From an optimization exercise on the open Yosys and OpenROAD flow, aimed at small area; shortcuts taken in it are not production practice.
The RTL was checked by simulation tests, not by an equivalence proof against the original design.
Power figures rest on the tool's default switching activity, not on a simulated workload.

===== flow/config.mk =====
export PLATFORM = sky130hd
export DESIGN_NAME = CPU
export DESIGN_NICKNAME = CPU
export VERILOG_FILES = /design/flow/design.v
export SDC_FILE = /design/flow/constraint.sdc
export NUM_CORES = 4
export LEC_CHECK = 0
export CAP_MARGIN = 20
export CORE_MARGIN = 2
export CORE_UTILIZATION = 40
export SLEW_MARGIN = 20
export SYNTH_HIERARCHICAL = 1

===== flow/constraint.sdc =====
create_clock -name core_clock -period 6.0 [get_ports {clk}]
set_input_delay 1.2000 -clock core_clock [delete_from_list [all_inputs] [get_ports {clk}]]
set_output_delay 1.2000 -clock core_clock [all_outputs]
set_load 0.01 [all_outputs]

===== flow/design.v =====
module CPU(
    clk,
    inst,
    reset,
    address,
    out_data,
    store
);
    input clk;
    input reset;
    input [7:0] inst;
    output [7:0] address;
    output [7:0] out_data;
    output store;
    reg [7:0] ir;
    reg [7:0] pc;
    reg [7:0] r0, r1, r2, r3;
    wire [3:0] op = ir[7:4];
    always @(posedge clk) begin
        ir[3:0] <= inst[3:0];
        ir[6]   <= inst[6];
        ir[7]   <= inst[7] & ~reset;
        ir[5]   <= inst[5] | reset;
        ir[4]   <= inst[4] | reset;
    end
    wire [3:0] irn;
    g_inv u_irn0 (.a(ir[0]), .y(irn[0]));
    g_inv u_irn1 (.a(ir[1]), .y(irn[1]));
    g_inv u_irn2 (.a(ir[2]), .y(irn[2]));
    g_inv u_irn3 (.a(ir[3]), .y(irn[3]));
    wire ena, enb, cin;
    g_nand2 u_ena (.a(op[1]), .b(op[0]), .y(ena));
    g_inv   u_enb (.a(op[1]), .y(enb));
    g_or2   u_cin (.a(op[1]), .b(op[0]), .y(cin));
    wire [3:0] na, nb, nal, nbl;
    g_nand3 u_nal0 (.a(irn[3]), .b(irn[2]), .c(ena), .y(nal[0]));
    g_nand3 u_nal1 (.a(irn[3]), .b(ir[2]),  .c(ena), .y(nal[1]));
    g_nand3 u_nal2 (.a(ir[3]),  .b(irn[2]), .c(ena), .y(nal[2]));
    g_nand3 u_nal3 (.a(ir[3]),  .b(ir[2]),  .c(ena), .y(nal[3]));
    g_nand3 u_nbl0 (.a(irn[1]), .b(irn[0]), .c(enb), .y(nbl[0]));
    g_nand3 u_nbl1 (.a(irn[1]), .b(ir[0]),  .c(enb), .y(nbl[1]));
    g_nand3 u_nbl2 (.a(ir[1]),  .b(irn[0]), .c(enb), .y(nbl[2]));
    g_nand3 u_nbl3 (.a(ir[1]),  .b(ir[0]),  .c(enb), .y(nbl[3]));
    g_nand3 u_na0 (.a(irn[3]), .b(irn[2]), .c(ena), .y(na[0]));
    g_nand3 u_na1 (.a(irn[3]), .b(ir[2]),  .c(ena), .y(na[1]));
    g_nand3 u_na2 (.a(ir[3]),  .b(irn[2]), .c(ena), .y(na[2]));
    g_nand3 u_na3 (.a(ir[3]),  .b(ir[2]),  .c(ena), .y(na[3]));
    g_nand3 u_nb0 (.a(irn[1]), .b(irn[0]), .c(enb), .y(nb[0]));
    g_nand3 u_nb1 (.a(irn[1]), .b(ir[0]),  .c(enb), .y(nb[1]));
    g_nand3 u_nb2 (.a(ir[1]),  .b(irn[0]), .c(enb), .y(nb[2]));
    g_nand3 u_nb3 (.a(ir[1]),  .b(ir[0]),  .c(enb), .y(nb[3]));
    wire [7:0] a, b, bx, alu;
    wire [7:0] c;
    assign c[0] = cin;
    genvar i;
    generate
        for (i = 0; i < 8; i = i + 1) begin : g_bit
            rd_mux u_ma (.r0(r0[i]), .r1(r1[i]), .r2(r2[i]), .r3(r3[i]), .n(i < 2 ? nal : na), .y(a[i]));
            rd_mux u_mb (.r0(r0[i]), .r1(r1[i]), .r2(r2[i]), .r3(r3[i]), .n(i < 2 ? nbl : nb), .y(b[i]));
            g_xor2 u_bx (.a(b[i]), .b(op[0]), .y(bx[i]));
            if (i < 7) begin : g_lo
                g_fa u_fa (.a(a[i]), .b(bx[i]), .ci(c[i]), .s(alu[i]), .co(c[i+1]));
            end else begin : g_hi
                wire t;
                g_xor2 u_x0 (.a(a[i]), .b(bx[i]), .y(t));
                g_xor2 u_x1 (.a(t), .b(c[i]), .y(alu[i]));
            end
        end
    endgenerate
    wire keep, ldr, we, rstn;
    g_inv   u_rstn (.a(reset), .y(rstn));
    g_nor2  u_keep (.a(op[2]), .b(reset), .y(keep));
    g_and2  u_ldr  (.a(op[2]), .b(rstn), .y(ldr));
    g_orn   u_we   (.a(op[3]), .bn(op[1]), .y(we));
    wire [1:0] wdr;
    wire kn;
    g_a22o u_wd0 (.a1(alu[0]), .a2(keep), .b1(ir[0]), .b2(ldr), .y(wdr[0]));
    g_a22o u_wd1 (.a1(alu[1]), .a2(keep), .b1(ir[1]), .b2(ldr), .y(wdr[1]));
    g_or2  u_kn  (.a(op[2]), .b(reset), .y(kn));
    wire [3:0] enn, en;
    g_a31oi u_en0 (.a1(we), .a2(irn[3]), .a3(irn[2]), .b(reset), .y(enn[0]));
    g_a31oi u_en1 (.a1(we), .a2(irn[3]), .a3(ir[2]),  .b(reset), .y(enn[1]));
    g_a31oi u_en2 (.a1(we), .a2(ir[3]),  .a3(irn[2]), .b(reset), .y(enn[2]));
    g_a31oi u_en3 (.a1(we), .a2(ir[3]),  .a3(ir[2]),  .b(reset), .y(enn[3]));
    g_inv u_enp0 (.a(enn[0]), .y(en[0]));
    g_inv u_enp1 (.a(enn[1]), .y(en[1]));
    g_inv u_enp2 (.a(enn[2]), .y(en[2]));
    g_inv u_enp3 (.a(enn[3]), .y(en[3]));
    wire [3:0] ek;
    g_nor2 u_ek0 (.a(enn[0]), .b(kn), .y(ek[0]));
    g_nor2 u_ek1 (.a(enn[1]), .b(kn), .y(ek[1]));
    g_nor2 u_ek2 (.a(enn[2]), .b(kn), .y(ek[2]));
    g_nor2 u_ek3 (.a(enn[3]), .b(kn), .y(ek[3]));
    wire [7:0] d0, d1, d2, d3;
    generate
        for (i = 0; i < 2; i = i + 1) begin : g_rfl
            g_a22o u_d0 (.a1(en[0]), .a2(wdr[i]), .b1(enn[0]), .b2(r0[i]), .y(d0[i]));
            g_a22o u_d1 (.a1(en[1]), .a2(wdr[i]), .b1(enn[1]), .b2(r1[i]), .y(d1[i]));
            g_a22o u_d2 (.a1(en[2]), .a2(wdr[i]), .b1(enn[2]), .b2(r2[i]), .y(d2[i]));
            g_a22o u_d3 (.a1(en[3]), .a2(wdr[i]), .b1(enn[3]), .b2(r3[i]), .y(d3[i]));
        end
        for (i = 2; i < 8; i = i + 1) begin : g_rfh
            g_a22o u_d0 (.a1(ek[0]), .a2(alu[i]), .b1(enn[0]), .b2(r0[i]), .y(d0[i]));
            g_a22o u_d1 (.a1(ek[1]), .a2(alu[i]), .b1(enn[1]), .b2(r1[i]), .y(d1[i]));
            g_a22o u_d2 (.a1(ek[2]), .a2(alu[i]), .b1(enn[2]), .b2(r2[i]), .y(d2[i]));
            g_a22o u_d3 (.a1(ek[3]), .a2(alu[i]), .b1(enn[3]), .b2(r3[i]), .y(d3[i]));
        end
    endgenerate
    always @(posedge clk) begin
        r0 <= d0;
        r1 <= d1;
        r2 <= d2;
        r3 <= d3;
    end
    wire op3n;
    g_inv u_op3n (.a(op[3]), .y(op3n));
    wire [3:0] bi;
    g_nand2 u_b0 (.a(irn[0]), .b(op[3]), .y(bi[0]));
    g_nor2  u_b1 (.a(irn[1]), .b(op3n), .y(bi[1]));
    g_nor2  u_b2 (.a(irn[2]), .b(op3n), .y(bi[2]));
    g_nor2  u_b3 (.a(irn[3]), .b(op3n), .y(bi[3]));
    wire [7:0] npc, pcd, addr;
    wire [7:1] k;
    g_ha  u_p0 (.a(pc[0]), .b(bi[0]), .s(npc[0]), .co(k[1]));
    g_fa  u_p1 (.a(pc[1]), .b(bi[1]), .ci(k[1]), .s(npc[1]), .co(k[2]));
    g_fa  u_p2 (.a(pc[2]), .b(bi[2]), .ci(k[2]), .s(npc[2]), .co(k[3]));
    g_fa  u_p3 (.a(pc[3]), .b(bi[3]), .ci(k[3]), .s(npc[3]), .co(k[4]));
    g_ha  u_p4 (.a(pc[4]), .b(k[4]), .s(npc[4]), .co(k[5]));
    g_ha  u_p5 (.a(pc[5]), .b(k[5]), .s(npc[5]), .co(k[6]));
    g_ha  u_p6 (.a(pc[6]), .b(k[6]), .s(npc[6]), .co(k[7]));
    g_xor2 u_p7 (.a(pc[7]), .b(k[7]), .y(npc[7]));
    generate
        for (i = 0; i < 8; i = i + 1) begin : g_pc
            g_and2 u_pcr (.a(npc[i]), .b(rstn), .y(pcd[i]));
            g_a22o u_adr (.a1(npc[i]), .a2(op[3]), .b1(pc[i]), .b2(op3n), .y(addr[i]));
        end
    endgenerate
    always @(posedge clk)
        pc <= pcd;
    assign store = op[1] & ~op[0];
    assign out_data = alu;
    assign address = addr;
endmodule
module rd_mux(r0, r1, r2, r3, n, y);
    input r0, r1, r2, r3;
    input [3:0] n;
    output y;
    wire x01, x23;
    g_o22ai u_01 (.a1(r0), .a2(n[0]), .b1(r1), .b2(n[1]), .y(x01));
    g_o22ai u_23 (.a1(r2), .a2(n[2]), .b1(r3), .b2(n[3]), .y(x23));
    g_nor2  u_y  (.a(x01), .b(x23), .y(y));
endmodule
module g_inv(a, y);
    input a; output y;
    assign y = ~a;
endmodule
module g_nand2(a, b, y);
    input a, b; output y;
    assign y = ~(a & b);
endmodule
module g_nor2(a, b, y);
    input a, b; output y;
    assign y = ~(a | b);
endmodule
module g_or2(a, b, y);
    input a, b; output y;
    assign y = a | b;
endmodule
module g_and2(a, b, y);
    input a, b; output y;
    assign y = a & b;
endmodule
module g_orn(a, bn, y);
    input a, bn; output y;
    assign y = a | ~bn;
endmodule
module g_nand3(a, b, c, y);
    input a, b, c; output y;
    assign y = ~(a & b & c);
endmodule
module g_xor2(a, b, y);
    input a, b; output y;
    assign y = a ^ b;
endmodule
module g_o22ai(a1, a2, b1, b2, y);
    input a1, a2, b1, b2; output y;
    assign y = ~((a1 | a2) & (b1 | b2));
endmodule
module g_a22o(a1, a2, b1, b2, y);
    input a1, a2, b1, b2; output y;
    assign y = (a1 & a2) | (b1 & b2);
endmodule
module g_a31oi(a1, a2, a3, b, y);
    input a1, a2, a3, b; output y;
    assign y = ~((a1 & a2 & a3) | b);
endmodule
module g_ha(a, b, s, co);
    input a, b; output s, co;
    assign s = a ^ b;
    assign co = a & b;
endmodule
module g_fa(a, b, ci, s, co);
    input a, b, ci; output s, co;
    assign s = a ^ b ^ ci;
    assign co = (a & b) | (ci & (a ^ b));
endmodule

===== flow/flow/run.sh =====
#!/bin/bash
set -e
export BUFFER_PORTS_ARGS="-buffer_cell sky130_fd_sc_hd__buf_1"
export CTS_ARGS="-sink_clustering_enable -repair_clock_nets -buf_list sky130_fd_sc_hd__clkbuf_8 -sink_clustering_size 30 -dont_use_dummy_load"
bash standard.sh > standard.log 2>&1

===== flow/standard.sh =====
#!/bin/bash
# synth_recipe.tcl (not shown) runs the flow's synth.tcl, then flattens the netlist and writes it again
# the make line also repeats each setting of config.mk as NAME=value (left out here)
make -C /OpenROAD-flow-scripts/flow DESIGN_CONFIG=/design/flow/config.mk WORK_HOME=/design/flow/orfs CLKGATE_MAP_FILE= SYNTH_SCRIPT=/design/flow/synth_recipe.tcl "${@:-finish}"

==> results by group, run 1 <==
Global route
  – Gr ovfl total: 0
  – Initial antenna violation count: 0
  – Global-route total usage across every layer: 18.48%
  – Vias in the first global route: 1720
  – Global-route wire length before repair: 8887 µm
  – Largest net degree at the start of global routing: 18

CTS
  – TritonCTS clock tree: done
  – Hold-fix buffers at CTS: 0
  – Clock root cell: clkbuf_8
  – Clock sink count: 48
  – CTS Buf Count: 5
  – Clock tree buffer depth: 2
  – Clock latency on the worst-skew pair: just over 0.3 ns
  – H-Tree Depth: 2
  – Clk slew on worst S/H paths: 0.07 ns
  – Setup Buffers After CTS: 0

Timing
  – Slew @ Worst Pin: 1.064 ns
  – Final hold violation count: 0
  – Max_slew headroom: ~29%
  – Period utilisation layout: 96.07%
  – Total negative slack: 0 ns
  – Setup ws final: 0.2359 ns
  – Clock period minus final worst setup slack: 5.764 ns
  – Layout Skew: between 0.02 and 0.03 ns
  – RSZ-0062 raised after global routing: false
  – Max Fclk: between 0.15 and 0.2 GHz
  – Setup Viol. Count Final: 0
  – Fin. max-slew vios: 0

Critical path
  – FF-to-FF path depth: 15
  – CP Max Fanout: 8
  – CP top delay family: adder cells
  – Reg2reg start: ir[5]
  – Top cell by count, worst path: fa_1
  – Slowest stage delay, CP: roughly 0.41 ns
  – CP endpoint kind: output port
  – Slowest stage cell, crit path: fa_1
  – Startpoint Class: flip-flop
  – Critical Path RT: around 4.8 ns
  – Reg2reg setup slack: approximately 1.5 ns
  – Worst path arrival time: approximately 4.6 ns
  – CP Depth: 14
  – Reg-to-reg endpoint: r2[7]
  – Worst path cell trace: inv_1, nand3_1, o22ai_1, nor2_1, xor2_1, fa_1, fa_1, fa_1, fa_1, fa_1, fa_1, fa_1, xor2_1, buf_1
  – CP bufs+invs: 2
  – Path type of the worst setup path: flip-flop to output port

Hold path
  – Hold EP: r3[5]
  – Hold crit path type: flip-flop to flip-flop
  – Hold Path Origin: r3[5]
  – WHS Path Cells: 1

Flow run
  – Max cap viols: 0

Logic synthesis
  – Gate Count Post-Synth: 220
  – Syn_area_per_cell: 10.09 µm²
  – Ranking of synthesized cells by area: dfxtp_1, a22o_1, fa_1
  – Syn nets: 244
  – Post-synth top area share: between 40 and 50%
  – Netlist Area Pre-Place: roughly 2200 µm²
  – Seq/Total Area, Yosys: between 40% and 50%
  – Post-synthesis register bit count: 48
  – Ys Warns: 7
  – Yosys top cell by area: dfxtp_1
  – Synth cell types: 15

Floorplanning
  – Core Area: ~5400 µm²
  – Die Y: about 78 µm
  – Ports: 27
  – Die footprint: 6161 µm²
  – Starting density of the core: between 40% and 50%
  – Cell Rows: 27
  – Die width: a little under 80 µm

Detailed routing
  – TritonRoute pass-1 iters: 5
  – Vias per inst: slightly below 6
  – Routed WL: about 5300 µm
  – Vias: about 1900
  – Antenna viol nets, final: 0
  – Routed len/inst: 16.29 µm
  – Residual DRC: 0
  – DRT iter0 DRCs: slightly above 200

Cells and area
  – Layout Nets: 279
  – Area growth, synth to finish: 12.40%
  – Share of layout cells above drive strength 1: under 10%
  – Fill cell count: about 520
  – Diodes inserted: 0

Placed design
  – RD Place Congestion: 0.9346
  – Post-DP HPWL: 3899 µm
  – DP Worst Slack: roughly 0.54 ns
  – Port buffer count: 26

Run status
  – Outcome: complete, no violations

Pwr
  – Power Density: around 340 nW/µm²
  – Lkg Pwr: about 1.0 nW
  – Maximum vdd drop: ~0.17 mV
[kinds of logic (layout without fill, tap and decap cells)]
logic type	count (synthesis)	count (layout)	synth area share [%]
AND/OR/NAND/NOR	58	58	12.51
XOR/XNOR	11	11	4.340
buffers and inverters	11	44	1.860
flip-flops	48	48	43.29
AO/OA/AOI/OAI	78	78	26.72
adder cells (fa/ha/maj)	14	14	11.27
[layer usage]
metal	track usage, %	wire length, µm
met1	27.10	2588
met2	26.72	2323
met3	3.218	301
met4	7.719	79
met5	0	0
[per-module statistics from Yosys (local to each module, per instance), a selection]
| module | cells | times used |
|---|---|---|
| CPU | 52 | 1 |
| g_a22o | 1 | 42 |
| g_a31oi | 1 | 4 |
| g_ha | 1 | 4 |
| g_inv | 1 | 11 |
| g_nor2 | 1 | 24 |
| g_o22ai | 1 | 32 |
| g_or2 | 1 | 2 |
[power breakdown]
group,total [W],leakage [nW],switching (W),internal [W]
registers,0.000412,0.396,0.0000440,0.000368
logic,0.000267,0.583,0.000150,0.000117
clock network,0.000173,0.0359,0.0000976,0.0000753
total,0.000852,1.01,0.000291,0.000561
[what timing repair did]
item / 4_1_cts / 5_1_grt
resized for setup: 0 / 2
hold endpoints to repair: 0 / 0
setup endpoints to repair: 0 / 2
[state kept, by name, indices dropped and copies added (netlist names)]
| register | count |
|---|---|
| r1 | 8 |
| r3 | 8 |
| r2 | 8 |
| ir | 8 |
| pc | 8 |
| r0 | 8 |
[cell usage after synthesis, drive strengths merged]
cell and instances:
and2 9, nand2 2, a31oi 4, nor2 24, o22ai 32, fa 10
a22o 42, or2 4, inv 11, ha 4, nor2b 2, dfxtp 48
xor2 11, nand3 16, nand2b 1
[metrics by stage]
| stage | power (W) | hold slack [ns] | util (%) | instance area (µm²) | std cells |
|---|---|---|---|---|---|
| after floorplan | 0.0005927 | 0.4636 | - | 2220 | 220 |
| after global placement | 0.0006804 | 0.4805 | 44.54 | 2422 | 320 |
| after detailed placement | 0.0006815 | 0.4815 | 44.54 | 2422 | 320 |
| after CTS | 0.0008549 | 0.5078 | 45.80 | 2491 | 325 |
| after global routing | 0.0009044 | 0.5269 | 45.87 | 2495 | 325 |
| final | 0.0008519 | 0.5067 | 45.87 | 2495 | 325 |
[cell type report]
type	count	area, µm²	area share, %
flip-flops and latches	48	962.2	38.57
repair buffers	28	112.6	4.514
inverters	11	41.29	1.655
well taps	72	90.09	3.611
clock buffers	5	68.82	2.758
multi-input cells	161	1220	48.90
[worst max path at each step]
stage               start           to  slack, ns
floorplan           ir[4]  out_data[7]       0.73
global placement    ir[4]  out_data[7]       0.59
detailed placement  ir[4]  out_data[6]       0.54
CTS                 ir[4]  out_data[7]       0.18
global route        ir[5]  out_data[7]       0.06
finish              ir[5]  out_data[7]       0.24
[cell usage in the layout, fill, tap and decap left out, drive strengths merged]
cell type   n
xor2       11
or2         4
fa         10
o22ai      32
a31oi       4
and2        9
nand2b      1
nand2       2
a22o       42
nor2b       2
nand3      16
ha          4
clkbuf      5
inv        11
buf        28
nor2       24
dfxtp      48
==> run 2: changes to the inputs <==
--- a/flow/design.v
+++ b/flow/design.v
@@ -138,5 +138,5 @@
     always @(posedge clk)
         pc <= pcd;
-    assign store = op[1] & ~op[0];
+    g_nor2 u_st (.a(enb), .b(op[0]), .y(store));
     assign out_data = alu;
     assign address = addr;
==> run 2 against run 1 <==
  * Via count is 0.64% lower
  * Final area is 0.25% higher
  * Area after synthesis is 0.11% lower
  * Setup slack better by 0.027 ns
  * Clock power hardly changed
  * Register-to-register slack better by 0.08 ns
  * Core utilization is 0.12 points higher
  * Maximum frequency is 0.46% higher
  * Count of clock-buffer cells in the layout stayed put
  * First-iteration DRC count is 16% lower
  * Critical endpoint is now out_data[6]
  * Largest cell class unchanged
  * Highest routed layer unchanged
==> results by group, run 2 <==
Logic synthesis
  – Top post-synthesis cells by count: dfxtp_1, a22o_1, o22ai_1, nor2_1, nand3_1
  – Synth cell types: 15 (unchanged)
  – Gate Count Post-Synth: 220 (unchanged)
  – Most common cell in the synthesized netlist: dfxtp_1
  – Ys Warns: 7 (unchanged)
  – Post-synthesis register bit count: 48 (unchanged)
  – Number of flops mapped to enable cells by yosys: 0 (unchanged)
  – Yosys top cell by area: dfxtp_1
  – Netlist Area Pre-Place: 2217 µm² (-0.11%)
  – Syn nets: 244 (unchanged)
  – Syn_area_per_cell: 10.08 µm² (-0.11%)
  – Post-synth top area share: 43.34% (+0.049 points)
  – FFs w/ async S/R, synth: 0% (unchanged)
  – Seq/Total Area, Yosys: 43.34% (+0.049 points)
  – Ranking of synthesized cells by area: dfxtp_1, a22o_1, fa_1
  – Main synth FF type: dfxtp_1

Global route
  – Met3 usage: 3.563% (+0.34 points)
  – Gr ovfl total: 0 (unchanged)
  – Largest net degree at the start of global routing: 14 (-4)
  – Met1 usage: 25.71% (-1.4 points)
  – Global-route total usage across every layer: 16.93% (-1.6 points)
  – Vias in the first global route: 1661 (-3.4%)
  – Top Usage Layer GRT: met1
  – Global-route wire length before repair: 8238 µm (-7.3%)
  – Initial antenna violation count: 0 (unchanged)
  – Grt met2 use: 23.88% (-2.8 points)

Cells and area
  – Final Core Density: 45.99% (+0.12 points)
  – Commonest non-fill, non-tap cell in the layout: dfxtp_1
  – Layout Nets: 280 (+0.36%)
  – Multi-input gate area in the final layout: 1220 µm² (unchanged)
  – Share of layout cells above drive strength 1: 4.331% (+0.77 points)
  – Most frequent cells in the layout: dfxtp_1, a22o_1, o22ai_1
  – Fill cell count: 529 (+0.95%)
  – Diodes inserted: 0 (unchanged)
  – Reg area: 960.9 µm² (-0.13%)
  – Area growth, synth to finish: 12.81%
  – Post-route cell area: 2501 µm² (+0.25%)
  – Cell Count, Final, Fillers Out: 326 (+0.31%)

Critical path
  – CP endpoint kind: output port
  – Reg-to-reg endpoint: r0[7]
  – Slowest stage delay, CP: 0.60 ns (+0.19 ns)
  – Startpoint Class: flip-flop
  – Critical Path RT: 4.80 ns (about the same)
  – FF-to-FF path depth: 14 (-1)
  – Slowest stage cell, crit path: fa_2
  – CP Max Fanout: 11 (+3)
  – Reg2reg start: ir[4]
  – Worst path cell trace: nand2_2, nand3_1, o22ai_1, nor2_1, fa_1, fa_1, fa_1, fa_1, fa_1, fa_1, fa_2, buf_1
  – Top cell by count, worst path: fa_1
  – Worst path arrival time: 4.54 ns (-0.02 ns)
  – Reg2reg setup slack: 1.53 ns (+0.08 ns)
  – Path type of the worst setup path: flip-flop to output port

Detailed routing
  – Routed len/inst: 15.30 µm (-6.1%)
  – Antenna viol nets, final: 0 (unchanged)
  – Vias per inst: 5.736 (-0.94%)
  – DRT iter0 DRCs: 173 (-16%)
  – TritonRoute pass-1 iters: 4 (-1)
  – Residual DRC: 0 (unchanged)
  – Routed WL: 4988 µm (-5.8%)
  – Vias: 1870 (-0.64%)

Floorplanning
  – Starting density of the core: 40.76% (-0.046 points)
  – Cell Rows: 27 (unchanged)
  – Core Area: 5439 µm² (unchanged)
  – Ports: 27 (unchanged)
  – Die Y: 78.45 µm (about the same)
  – Die footprint: 6154 µm² (-0.10%)
  – Die width: 78.45 µm (about the same)

Timing
  – Period utilisation layout: 95.63% (-0.44 points)
  – Fin. max-slew vios: 0 (unchanged)
  – Clock period minus final worst setup slack: 5.738 ns (-0.02653 ns)
  – Final hold violation count: 0 (unchanged)
  – Max Fclk: 0.1743 GHz (+0.46%)
  – Max_slew headroom: 35.98% (+7.2 points)
  – Layout Skew: 0.006268 ns (-0.02118 ns)
  – Setup Viol. Count Final: 0 (unchanged)
  – Slew @ Worst Pin: 0.9558 ns (-0.1081 ns)

Placed design
  – Placed cells: 321 (+0.31%)
  – Post-Place Cell Area: 2427 µm² (+0.21%)
  – Post-DP HPWL: 3751 µm (-3.8%)
  – Port buffer count: 26 (unchanged)
  – RD Place Congestion: 0.9364 (+0.19%)

CTS
  – TritonCTS clock tree: done
  – Clock sink count: 48 (unchanged)
  – Clock tree buffer depth: 2 (unchanged)
  – Hold-fix buffers at CTS: 0 (unchanged)
  – Setup Buffers After CTS: 0 (unchanged)
  – Clock root cell: clkbuf_8
  – Clock latency on the worst-skew pair: 0.29 ns (-0.02 ns)
  – H-Tree Depth: 2 (unchanged)
  – Clk slew on worst S/H paths: 0.08 ns (about the same)
  – CTS Buf Count: 5 (unchanged)

Pwr
  – Design Power: 0.0008506 W (-0.16%)
  – Lkg Pwr: 1.017 nW (+0.24%)
  – Maximum vdd drop: 0.1417 mV (-19%)
  – Power Density: 340.1 nW/µm² (-0.41%)

Hold path
  – Hold crit path type: flip-flop to flip-flop
  – Hold EP: r0[3]
  – WHS Path Cells: 1 (unchanged)
  – Hold Path Origin: r0[3]

Flow run
  – Max cap viols: 0 (unchanged)

Run status
  – Outcome: complete, no violations
## run 2: changes by cell type after synthesis
| cell | change |
|---|---|
| nor2_1 | +1 |
| nor2b_1 | -1 |
## run 2: power breakdown
part	internal [W]	switching [W]	total [W]	leakage [nW]
registers	0.000368	0.0000439	0.000412	0.396
clock network	0.0000752	0.0000951	0.000170	0.0359
logic	0.000119	0.000150	0.000268	0.585
## run 2: cell type report
type,instances,share of cell area (%)
Timing Repair Buffer,29,4.802
Sequential cell,48,38.42
Clock buffer,5,2.751
Multi-Input combinational cell,161,48.77
Inverter,11,1.651
Tap cell,72,3.602
## run 2: cells by family (layout without fill, tap and decap cells)
family | after synthesis | count (layout) | synth area share (%)
compound gates | 78 | 78 | 26.75
simple gates | 58 | 58 | 12.42
flops | 48 | 48 | 43.34
fa+ha+maj | 14 | 14 | 11.29
xor+xnor | 11 | 11 | 4.345
buf+inv | 11 | 45 | 1.862
## run 2: through the flow
stage	setup TNS (ns)	setup WS [ns]	hold slack, ns
3_3_place_gp	0	0.5864	0.4810
6_report	0	0.2624	0.5079
3_5_place_dp	0	0.5176	0.4829
4_1_cts	0	0.1942	0.5079
5_1_grt	-0.001307	-0.001307	0.5320
2_1_floorplan	0	0.7318	0.4636
## run 2: how the worst max path moves through the flow
stage / from / to
after global placement: ir[4] / out_data[7]
after detailed placement: ir[4] / out_data[6]
after CTS: ir[4] / out_data[6]
final: ir[4] / out_data[6]
after global routing: ir[4] / out_data[6]
after floorplan: ir[4] / out_data[7]
## run 2: routing by layer
layer / up-vias / routed length (µm) / part of all wire (%)
li1: 903 / - / -
met1: 903 / 2579 / 52
met2: 57 / 2092 / 42
met3: 7 / 251 / 5.0
met4: 0 / 65 / 1.3
met5: - / 0 / 0
## run 2: worst max-delay path: cells and delay by family, from the launching register on
kind | cells | cell delay (ns)
simple gates | 3 | 0.42
buf+inv | 1 | 0.16
fa+ha+maj | 7 | 2.99
compound gates | 1 | 0.19
flops | 1 | 0.46
## run 2: Yosys stat by module (local to each module, per instance), a selection
| module | area, µm² | cells inside |
|---|---|---|
| g_orn | 6.256 | 1 |
| g_or2 | 6.256 | 1 |
| g_inv | 3.754 | 1 |
| CPU | 979.7 | 51 |
| g_xor2 | 8.758 | 1 |
| g_ha | 12.51 | 1 |
| g_a31oi | 6.256 | 1 |
| g_a22o | 8.758 | 1 |
| g_nor2 | 3.754 | 1 |
## run 2: timing repair
item | 4_1_cts | 5_1_grt
hold endpoints to repair | 0 | 0
endpoints found under the setup margin | 0 | 2
gates resized for setup | 0 | 3

afterwards: timing with drivers on the ports:
The flow's constraints put no driver on any port. The routed layouts listed below were extracted and timed again, unchanged, in two steps. Step 1 (the two cells are an assumption about what drives the block):
set clk [get_ports {clk}]
set_driving_cell -lib_cell sky130_fd_sc_hd__clkbuf_16 $clk
set_driving_cell -lib_cell sky130_fd_sc_hd__buf_2 [delete_from_list [all_inputs] $clk]
Step 2 times the ports against the registers' clock, not the clock port: input delays grow and output delays shrink by t, the midpoint of the rising clock arrivals with the driver on. Slacks: ideal / step 1 / step 2; pairs: ideal / step 1.
| run | t (ns) | setup WS [ns] | worst hold slack (ns) | worst setup path after step 2 | latest minus earliest clock arrival (ns) |
|---|---|---|---|---|---|
| run 1 | 0.328 | 0.236 / 0.207 / 0.534 | 0.507 / 0.507 / 0.507 | register to output | 0.027 / 0.027 |
| run 2 | 0.317 | 0.262 / 0.236 / 0.553 | 0.508 / 0.508 / 0.508 | register to output | 0.007 / 0.006 |
After both steps every run listed still meets setup and hold.
